What follows belongs to an exercise in optimizing a design on an open flow for small area, a short achievable clock period and few clock cycles per item; a production flow would make more cautious choices.
At most, simulation tests tie the RTL to the original design; equivalence was not proved.

// geofence
module geofence (clk, reset, X, Y, valid, is_inside);
input clk;
input reset;
input [9:0] X;
input [9:0] Y;
output valid;
output is_inside;
reg  [3:0] cnt;       
reg  [9:0] px, py;
reg  [9:0] dmx, dmy, rmx, rmy, lmx, lmy;    
reg        dsx, dsy, rsx, rsy, lsx, lsy;    
reg        in_flag;
wire [10:0] ex = {1'b0, X} - {1'b0, px};
wire [10:0] ey = {1'b0, Y} - {1'b0, py};
wire        nx = ex[10], ny = ey[10];
wire        zx = (X == px), zy = (Y == py);
wire [9:0]  ox, oy;
assign ox[0] = 1'b0;
assign oy[0] = 1'b0;
genvar j;
generate
    for (j = 1; j < 10; j = j + 1) begin : g_abs
        assign ox[j] = ox[j-1] | ex[j-1];
        assign oy[j] = oy[j-1] | ey[j-1];
    end
endgenerate
always @(posedge clk) begin
    dmx <= ex[9:0] ^ ({10{nx}} & ox);
    dmy <= ey[9:0] ^ ({10{ny}} & oy);
    dsx <= nx | (zx & ny);
    dsy <= ny | (zy & ~nx);
end
wire tie = ~dsy;
wire npa, nql;
wire pa = ~npa, ql = ~nql;
cross_pos u_a (.usx(rsx), .umx(rmx), .usy(rsy), .umy(rmy),
               .wsx(dsx), .wmx(dmx), .wsy(dsy), .wmy(dmy), .tie(tie), .npos(npa));
cross_pos u_b (.usx(lsx), .umx(lmx), .usy(lsy), .umy(lmy),
               .wsx(dsx), .wmx(dmx), .wsy(dsy), .wmy(dmy), .tie(tie), .npos(nql));
wire pb = ~ql;        
always @(posedge clk or posedge reset) begin
    if (reset)            cnt <= 4'd0;
    else if (cnt[3])      cnt <= 4'd0;
    else                  cnt <= cnt + 4'd1;
end
wire first = (cnt == 4'd2);
always @(posedge clk) begin
    if (cnt == 4'd0) begin
        px <= X;
        py <= Y;
    end
    if (first || (!pa && pb)) begin
        rmx <= dmx; rsx <= dsx; rmy <= dmy; rsy <= dsy;
    end
    if (first || (pa && !pb)) begin
        lmx <= dmx; lsx <= dsx; lmy <= dmy; lsy <= dsy;
    end
    if (first)                          in_flag <= 1'b0;
    else if (!pa && !pb)               in_flag <= 1'b1;
end
assign valid = cnt[3];
assign is_inside = in_flag;
endmodule
Size: roughly 1,300 cells after synthesis.
==> module geofence, before the edit <==
module geofence (clk, reset, X, Y, valid, is_inside);
input clk;
input reset;
input [9:0] X;
input [9:0] Y;
output valid;
output is_inside;
reg  [3:0] cnt;       
reg  [9:0] px, py;
reg  [9:0] dmx, dmy, rmx, rmy, lmx, lmy;    
reg        dsx, dsy, rsx, rsy, lsx, lsy;    
reg        in_flag;
wire [10:0] ex = {1'b0, X} - {1'b0, px};
wire [10:0] ey = {1'b0, Y} - {1'b0, py};
wire        nx = ex[10], ny = ey[10];
wire        zx = (X == px), zy = (Y == py);
wire [9:0]  ox, oy;
assign ox[0] = 1'b0;
assign oy[0] = 1'b0;
genvar j;
generate
    for (j = 1; j < 10; j = j + 1) begin : g_abs
        assign ox[j] = ox[j-1] | ex[j-1];
        assign oy[j] = oy[j-1] | ey[j-1];
    end
endgenerate
always @(posedge clk) begin
    dmx <= ex[9:0] ^ ({10{nx}} & ox);
    dmy <= ey[9:0] ^ ({10{ny}} & oy);
    dsx <= nx | (zx & ny);
    dsy <= ny | (zy & ~nx);
end
wire tie = ~dsy;
wire npa, nql;
wire pa = ~npa, ql = ~nql;
cross_pos u_a (.usx(rsx), .umx(rmx), .usy(rsy), .umy(rmy),
               .wsx(dsx), .wmx(dmx), .wsy(dsy), .wmy(dmy), .tie(tie), .npos(npa));
cross_pos u_b (.usx(lsx), .umx(lmx), .usy(lsy), .umy(lmy),
               .wsx(dsx), .wmx(dmx), .wsy(dsy), .wmy(dmy), .tie(tie), .npos(nql));
wire pb = ~ql;        
always @(posedge clk or posedge reset) begin
    if (reset)            cnt <= 4'd0;
    else if (cnt[3])      cnt <= 4'd0;
    else                  cnt <= cnt + 4'd1;
end
wire first = (cnt == 4'd2);
always @(posedge clk) begin
    if (cnt == 4'd0) begin
        px <= X;
        py <= Y;
    end
    if (first || (!pa && pb)) begin
        rmx <= dmx; rsx <= dsx; rmy <= dmy; rsy <= dsy;
    end
    if (first || (pa && !pb)) begin
        lmx <= dmx; lsx <= dsx; lmy <= dmy; lsy <= dsy;
    end
    if (first)                          in_flag <= 1'b0;
    else if (!pa && !pb)               in_flag <= 1'b1;
end
assign valid = cnt[3];
assign is_inside = in_flag;
endmodule
Settings: LEC_CHECK=0, ABC_CLOCK_PERIOD_IN_PS=4000, CAP_MARGIN=20, CORE_MARGIN=2, CORE_UTILIZATION=40, SLEW_MARGIN=20, SYNTH_HIERARCHICAL=1; clock period 12.0 ns.
standard.sh (not shown) runs the stock make flow with config.mk's settings and CLKGATE_MAP_FILE= SYNTH_SCRIPT=/design/flow/synth_recipe.tcl, a recipe that flattens the netlist after the stock synthesis.
==> flow/flow/run.sh <==
#!/bin/bash
set -euo pipefail
bash standard.sh SETUP_SLACK_MARGIN=6.25 finish > standard.log 2>&1
Testbench counts at the start, summed over its fixed seeds: cycles 10,800, objects 1,200.
==> next run, changes <==
--- a/flow/design.v
+++ b/flow/design.v
@@ -10,25 +10,17 @@
 reg  [9:0] dmx, dmy, rmx, rmy, lmx, lmy;    
 reg        dsx, dsy, rsx, rsy, lsx, lsy;    
 reg        in_flag;
 wire [10:0] ex = {1'b0, X} - {1'b0, px};
 wire [10:0] ey = {1'b0, Y} - {1'b0, py};
+wire [9:0]  fx = px - X;
+wire [9:0]  fy = py - Y;
 wire        nx = ex[10], ny = ey[10];
 wire        zx = (X == px), zy = (Y == py);
-wire [9:0]  ox, oy;
-assign ox[0] = 1'b0;
-assign oy[0] = 1'b0;
-genvar j;
-generate
-    for (j = 1; j < 10; j = j + 1) begin : g_abs
-        assign ox[j] = ox[j-1] | ex[j-1];
-        assign oy[j] = oy[j-1] | ey[j-1];
-    end
-endgenerate
 always @(posedge clk) begin
-    dmx <= ex[9:0] ^ ({10{nx}} & ox);
-    dmy <= ey[9:0] ^ ({10{ny}} & oy);
+    dmx <= nx ? fx : ex[9:0];
+    dmy <= ny ? fy : ey[9:0];
     dsx <= nx | (zx & ny);
     dsy <= ny | (zy & ~nx);
 end
 wire tie = ~dsy;
 wire npa, nql;
Effect: Fmax goes down slightly. Final area rose by a few percent. Synthesized cell count rose by a few percent. Die area grows by a few percent. Register-to-register slack loses 0.04 ns. Worst hold slack is worse by 0.014 ns.
No functional check of the RTL was part of the second run of this note.

[afterwards: timing with drivers on the ports]
In the flow no input, the clock included, has a driving cell. The finished layouts below were timed again as built, in two steps. Step 1 assumes that a clkbuf_16 drives the clock port and a buf_2 every other input. Step 2 moves the port delays by t, midway between the first and last clock arrival at a register: inputs arrive t later, outputs are due t later. That takes back most of the time a late clock gives input paths. Slacks: ideal / step 1 / step 2; pairs: ideal / step 1.
| run | shift t [ns] | setup slack, ns | worst hold slack (ns) | pins driven straight from the clock port |
|---|---|---|---|---|
| the first run | 0.360 | 6.417 / 6.417 / 6.417 | 0.475 / 0.475 / 0.475 | 1 |
| the second run | 0.378 | 6.372 / 6.372 / 6.372 | 0.460 / 0.460 / 0.460 | 1 |
After both steps every run listed still meets setup and hold.
